Source: an optimization exercise on an open RTL-to-GDS flow (aim: small area). Production flows keep margins and buffers that such runs may drop.
RTL that was checked went through simulation tests only; none was proved equivalent to the original.
Power and IR drop assume default switching activity.

==> flow/design.v (excerpt) <==
module chess_top( MemOE, MemWR, RamCS, FlashCS, QuadSpiFlashCS,
		ClkPort,
		BtnL, BtnU, BtnD, BtnR, BtnC,
		Sw0,
		vga_hsync, vga_vsync,
		vga_r0, vga_r1, vga_r2,
		vga_g0, vga_g1, vga_g2,
		vga_b0, vga_b1,
		Ld0, Ld1, Ld2, Ld3, Ld4
	);
input		Sw0;
input		BtnL, BtnU, BtnD, BtnR, BtnC;
input		ClkPort;
output wire	MemOE, MemWR, RamCS, FlashCS, QuadSpiFlashCS;
assign MemOE = 1'b0;
assign MemWR = 1'b0;
assign RamCS = 1'b0;
assign FlashCS = 1'b0;
assign QuadSpiFlashCS = 1'b0;
output wire vga_hsync, vga_vsync;
output wire vga_r0, vga_r1, vga_r2;
output wire vga_g0, vga_g1, vga_g2;
output wire vga_b0, vga_b1;
output wire Ld0, Ld1, Ld2, Ld3, Ld4;
wire Reset = Sw0;
wire[2:0] vga_r;
wire[2:0] vga_g;
wire[1:0] vga_b;
assign vga_r0 = vga_r[2]; assign vga_r1 = vga_r[1]; assign vga_r2 = vga_r[0];
assign vga_g0 = vga_g[2]; assign vga_g1 = vga_g[1]; assign vga_g2 = vga_b[0];
assign vga_b0 = vga_b[1]; assign vga_b1 = vga_b[0];
wire BtnC_pulse, BtnU_pulse, BtnR_pulse, BtnL_pulse, BtnD_pulse;
input_debounce L_debounce(.CLK(ClkPort), .RESET(Reset), .Btn(BtnL), .Btn_pulse(BtnL_pulse));
input_debounce R_debounce(.CLK(ClkPort), .RESET(Reset), .Btn(BtnR), .Btn_pulse(BtnR_pulse));
input_debounce U_debounce(.CLK(ClkPort), .RESET(Reset), .Btn(BtnU), .Btn_pulse(BtnU_pulse));
input_debounce D_debounce(.CLK(ClkPort), .RESET(Reset), .Btn(BtnD), .Btn_pulse(BtnD_pulse));
  ...
==> flow/config.mk <==
export PLATFORM = sky130hd
export DESIGN_NAME = chess_top
export DESIGN_NICKNAME = chess_top
export VERILOG_FILES = /design/flow/design.v
export SDC_FILE = /design/flow/constraint.sdc
export NUM_CORES = 8
export LEC_CHECK = 0
export CAP_MARGIN = 20
export CORE_MARGIN = 2
export CORE_UTILIZATION = 60
export CTS_BUF_LIST = sky130_fd_sc_hd__clkbuf_16
export CTS_CLUSTER_DIAMETER = 90
export CTS_CLUSTER_SIZE = 26
export PLACE_DENSITY = 0.75
export SLEW_MARGIN = 20
==> flow/constraint.sdc <==
create_clock -name core_clock -period 10.0 [get_ports {ClkPort}]
set_input_delay 2.0000 -clock core_clock [delete_from_list [all_inputs] [get_ports {ClkPort}]]
set_output_delay 2.0000 -clock core_clock [all_outputs]
set_load 0.01 [all_outputs]
run.sh (not shown) runs the stock make flow with config.mk's settings and CLKGATE_MAP_FILE= SYNTH_SCRIPT=/design/flow/synth_recipe.tcl, a recipe that flattens the netlist after the stock synthesis.
==> next run, changes <==
--- a/flow/config.mk
+++ b/flow/config.mk
@@ -9,7 +9,7 @@
 export CORE_MARGIN = 2
-export CORE_UTILIZATION = 60
+export CORE_UTILIZATION = 50
 export CTS_BUF_LIST = sky130_fd_sc_hd__clkbuf_16
-export CTS_CLUSTER_DIAMETER = 90
-export CTS_CLUSTER_SIZE = 26
-export PLACE_DENSITY = 0.75
+export CTS_CLUSTER_DIAMETER = 100
+export CTS_CLUSTER_SIZE = 30
+export PLACE_DENSITY = 0.65
 export SLEW_MARGIN = 20
- area after synthesis is unchanged
- sequential share of layout area stays flat
- final cell count rises by 3.6%
- clock power falls by 4.4%
- register-to-register slack is better by 0.16 ns
- first-iteration DRC count falls by 5.5%
- worst hold slack is better by 0.0037 ns
- core utilization falls by 10 points
- global-route usage falls by 3.5 points

* * *

## job 101
chess_top, a different RTL version from the one above (not shown whole).
Size in the first run: about 1,200 cells after synthesis, roughly 430 flip-flops, about 27 I/O pins.
==> flow/config.mk <==
export PLATFORM = sky130hd
export DESIGN_NAME = chess_top
export DESIGN_NICKNAME = chess_top
export VERILOG_FILES = /design/flow/design.v
export SDC_FILE = /design/flow/constraint.sdc
export NUM_CORES = 8
export LEC_CHECK = 0
export CAP_MARGIN = 20
export CORE_MARGIN = 2
export CORE_UTILIZATION = 65
export CTS_BUF_LIST = sky130_fd_sc_hd__clkbuf_16
export CTS_CLUSTER_DIAMETER = 90
export CTS_CLUSTER_SIZE = 26
export PLACE_DENSITY = 0.8
export SLEW_MARGIN = 20
==> flow/constraint.sdc <==
create_clock -name core_clock -period 10.0 [get_ports {ClkPort}]
set_input_delay 2.0000 -clock core_clock [delete_from_list [all_inputs] [get_ports {ClkPort}]]
set_output_delay 2.0000 -clock core_clock [all_outputs]
set_load 0.01 [all_outputs]
standard.sh (not shown) runs the stock make flow with config.mk's settings and CLKGATE_MAP_FILE= SYNTH_SCRIPT=/design/flow/synth_recipe.tcl, a recipe that flattens the netlist after the stock synthesis.
==> flow/flow/run.sh <==
#!/bin/bash
# Standard layout, with the port buffers made from the smallest buffer cell.
bash standard.sh BUFFER_PORTS_ARGS="-buffer_cell sky130_fd_sc_hd__buf_1" finish > standard.log 2>&1
diff inputs: job 101 => job 102
- CORE_UTILIZATION changed from 65 to 60
### Flow results
Job 102 vs. job 101: sequential share of layout area held steady; multi-input logic portion of the cell area now sits at about the same level; stage delay of the slowest cell on the critical path went up by 0.04 ns; total of clock buffers placed in the layout fell 1; switching power of the nets decreased 1.2%.
The total detailed-routing wirelength was comparable across job 102 and job 101.
Worst hold slack: job 102 > job 101
Number of tap instances of job 102 exceeds that of job 101 by more than 10%.
Die area | job 102 > job 101
Job 102 vs job 101, layout filler cell count went up by 215.
Sort job 102 and job 101 by fraction of power consumed by sequential logic desc -> top: job 102
### job 102 -> job 103
==> flow/run.sh (new file) <==
#!/bin/bash
# synth_recipe.tcl (not shown) runs the flow's synth.tcl, then flattens the netlist and writes it again
# the make line also repeats each setting of config.mk as NAME=value (left out here)
make -C /OpenROAD-flow-scripts/flow DESIGN_CONFIG=/design/flow/config.mk WORK_HOME=/design/flow/orfs CLKGATE_MAP_FILE= SYNTH_SCRIPT=/design/flow/synth_recipe.tcl finish
removed: flow/flow/run.sh
removed: flow/standard.sh
Notes after the runs:
Summary of job 103 over job 102: transition time at the pin with the least slew margin shows an increase of 0.10 ns, post-route total power went up.
Changes observed in job 103 relative to job 102: clock skew picked up an extra 0.010 ns, worst hold margin moved down.
Delta (job 103 minus job 102): share of cell area taken by flip-flops and latches dropped 0.67 points; fraction of area in clock buffers and inverters higher.
--- input diff job 103..job 104 ---
- changing CTS_CLUSTER_SIZE from 26 to 27
- changing CTS_CLUSTER_DIAMETER from 90 to 95
==> flow/flow/run.sh (new file) <==
#!/bin/bash
# Standard layout, with the port buffers made from the smallest buffer cell.
bash standard.sh BUFFER_PORTS_ARGS="-buffer_cell sky130_fd_sc_hd__buf_1" finish > standard.log 2>&1
==> flow/standard.sh (new file) <==
#!/bin/bash
# synth_recipe.tcl (not shown) runs the flow's synth.tcl, then flattens the netlist and writes it again
# the make line also repeats each setting of config.mk as NAME=value (left out here)
make -C /OpenROAD-flow-scripts/flow DESIGN_CONFIG=/design/flow/config.mk WORK_HOME=/design/flow/orfs CLKGATE_MAP_FILE= SYNTH_SCRIPT=/design/flow/synth_recipe.tcl "${@:-finish}"
removed: flow/run.sh
Results
- Of job 103 and job 104, the run reporting the lower maximum number of pins on one net before global-route repair was job 103.
- Job 104: global-route wire length before repair higher than job 103
- Re count of final max-slew check failures: no difference whatsoever between job 103 and job 104.
- Relative to job 103, total leakage power has gone down in job 104.
- Per the comparison of job 104 with job 103, register clock-pin slew on the reported worst setup and hold paths saw little to no change; fraction of area in registers now larger.
- Compared with job 103, job 104 is the less power-hungry design.
For job 105, these inputs were changed with respect to job 104:
- a change of CTS_CLUSTER_DIAMETER from 95 to 85
- a change of CTS_CLUSTER_SIZE from 27 to 25
==> run notes <==
Job 105 and job 104 all finish clean.
For share of the final layout cell area in multi-input gates, job 104 and job 105 come out practically identical.
First-pass GRT wire length across job 105 and job 104: no real change.
On setup slack, job 105 tracks job 104 almost exactly.
Diff job 105..job 104 | critical path depth | unchanged
Job 104 -> job 105: final cell count flat
Taking job 104 as the reference, in job 105 cell leakage power ~0 delta, routed wire length ~0 delta, average wire per standard cell ~0 delta, met3 track demand over resource +0.16 points.
On fraction of area in registers, job 105 and job 104 are neck and neck.

* * *

== run A ==
Another version of the RTL of chess_top (not shown whole).
Size in the first run: about 1,300 cells after synthesis, about 390 flip-flops.
export LEC_CHECK = 0
export CAP_MARGIN = 20
export CORE_MARGIN = 2
export CORE_UTILIZATION = 50
export CTS_BUF_LIST = sky130_fd_sc_hd__clkbuf_16
export CTS_CLUSTER_DIAMETER = 60
export CTS_CLUSTER_SIZE = 30
export PLACE_DENSITY = 0.8
export SLEW_MARGIN = 20
create_clock -name core_clock -period 10.0 [get_ports {ClkPort}]
run.sh (not shown) runs the stock make flow with config.mk's settings and CLKGATE_MAP_FILE= SYNTH_SCRIPT=/design/flow/synth_recipe.tcl, a recipe that flattens the netlist after the stock synthesis.
Stock flow here: none of the scripts above is used.
Looking at the reports, run A completed the entire flow and the layout it produced met the timing, DRC and antenna checks.
Inputs modified between run A and run B:
==> flow/config.mk <==
export PLATFORM = sky130hd
export DESIGN_NAME = chess_top
export DESIGN_NICKNAME = chess_top
export VERILOG_FILES = /design/flow/design.v
export SDC_FILE = /design/flow/constraint.sdc
export NUM_CORES = 8
export LEC_CHECK = 0
export CAP_MARGIN = 20
export CORE_MARGIN = 2
export CORE_UTILIZATION = 25
export CTS_BUF_LIST = sky130_fd_sc_hd__clkbuf_4
export CTS_CLUSTER_SIZE = 30
export PLACE_DENSITY = 0.45
export SLEW_MARGIN = 20
Results
- Run B: done, clean on timing, DRC and antenna
- Run A: flow completed, timing, DRC and antenna clean
- In the tables for run B and run A, worst setup slack reads higher with run A.
- Run B against run A; number of tap instances is up by more than 100%.
- Standard cell core area on run B is behind run A.
- Run B: detailed-router iteration count before antenna repair 1 below run A
- Core utilization: run B lower than run A
Modified inputs, run C compared to run B
-- flow/config.mk --
<<< run B, line 8
export CAP_MARGIN = 20
export CORE_MARGIN = 2
export CORE_UTILIZATION = 25
export CTS_BUF_LIST = sky130_fd_sc_hd__clkbuf_4
export CTS_CLUSTER_SIZE = 30
export PLACE_DENSITY = 0.45
export SLEW_MARGIN = 20
>>> run C, line 8
export CAP_MARGIN = 20
export CORE_MARGIN = 2
export CORE_UTILIZATION = 60
export CTS_BUF_LIST = sky130_fd_sc_hd__clkbuf_8
export PLACE_DENSITY = 0.7
export SLEW_MARGIN = 20
[summary]
Run C closes out successfully: all stages finished, all timing, DRC and antenna checks passed. Compared with run B, in run C final setup slack of the worst path shows an increase of 0.27 ns, post-route clock period utilization shows a reduction of 2.7 points, cell area shows a reduction of about 2.8%, met1 layer usage reported by global route shows an increase of 18 points. The number of multi-input combinational cells in the layout of run B and that of run C are within noise of each other. Run C vs. run B: later-pin clock latency in the skew report shrank by 0.21 ns, number of standard-cell rows in the floorplan shrank by about 36%, logic gate share of total power shrank by 1.6 points. On run C: layout overhead on the synthesized area is 3.2 points lower than what run B gave. Run C vs run B, critical path depth went up by 2. Cmp run C vs run B: switching part of the total lower in run C.
The inputs of run D differ from those of run C as listed below.
-- flow/config.mk --
<<< run C, line 8
export CAP_MARGIN = 20
export CORE_MARGIN = 2
export CORE_UTILIZATION = 60
export CTS_BUF_LIST = sky130_fd_sc_hd__clkbuf_8
export PLACE_DENSITY = 0.7
export SLEW_MARGIN = 20
>>> run D, line 8
export CAP_MARGIN = 20
export CORE_MARGIN = 2
export CORE_UTILIZATION = 50
export CTS_BUF_LIST = sky130_fd_sc_hd__clkbuf_16
export CTS_CLUSTER_DIAMETER = 100
export CTS_CLUSTER_SIZE = 30
export PLACE_DENSITY = 0.65
export SLEW_MARGIN = 20
Results
- The faster design of the two is run C; run D tops out lower.
- Hold slack (higher): run C
- Run D vs. run C: sequential share of layout area went up by 2.6 points.
- Compared with run C, run D shows a lower pin slew with the least headroom to its limit.
- Re post-layout worst setup margin: run D is 0.068 ns down on run C.
- | share of the clock period used by the worst path after layout | run D vs run C | 0.68 points higher |
- On run D: total leakage power is about 8% lower than what run C gave.
- Compared run D against run C; multi-input gate area in the final layout within noise.
No functional check of the RTL was part of any run of this note.

[what the ideal ports hide]
The results above use ideal ports. As a check the final layouts listed here were re-extracted and re-timed, cells and wires unchanged.
Step 1: set_driving_cell puts a clkbuf_16 on ClkPort and a buf_2 on each other input, an assumption about the parent block.
Step 2 moves the port delays by t, midway between the first and last clock arrival at a register: inputs arrive t later, outputs are due t later. That takes back most of the time a late clock gives input paths.
Slacks: ideal / step 1 / step 2; pairs: ideal / step 1.
run	t, ns	setup WS [ns]	worst data-port slew with drivers (ns)
the first run of note 1	0.568	2.056 / 2.006 / 2.574	0.03
the second run of note 1	0.575	2.083 / 2.035 / 2.609	0.03
job 101	0.562	2.298 / 2.251 / 2.813	0.03
job 102	0.581	2.392 / 2.347 / 2.928	0.04
job 103	0.569	2.058 / 2.012 / 2.581	0.03
job 104	0.561	2.407 / 2.363 / 2.924	0.04
job 105	0.568	2.408 / 2.363 / 2.931	0.04
run A	0.597	1.706 / 1.658 / 2.255	0.04
run B	0.854	1.657 / 1.606 / 2.460	0.04
run C	0.647	1.925 / 1.881 / 2.528	0.04
run D	0.569	1.857 / 1.808 / 2.377	0.03
After both steps setup and hold are still met in every run listed.
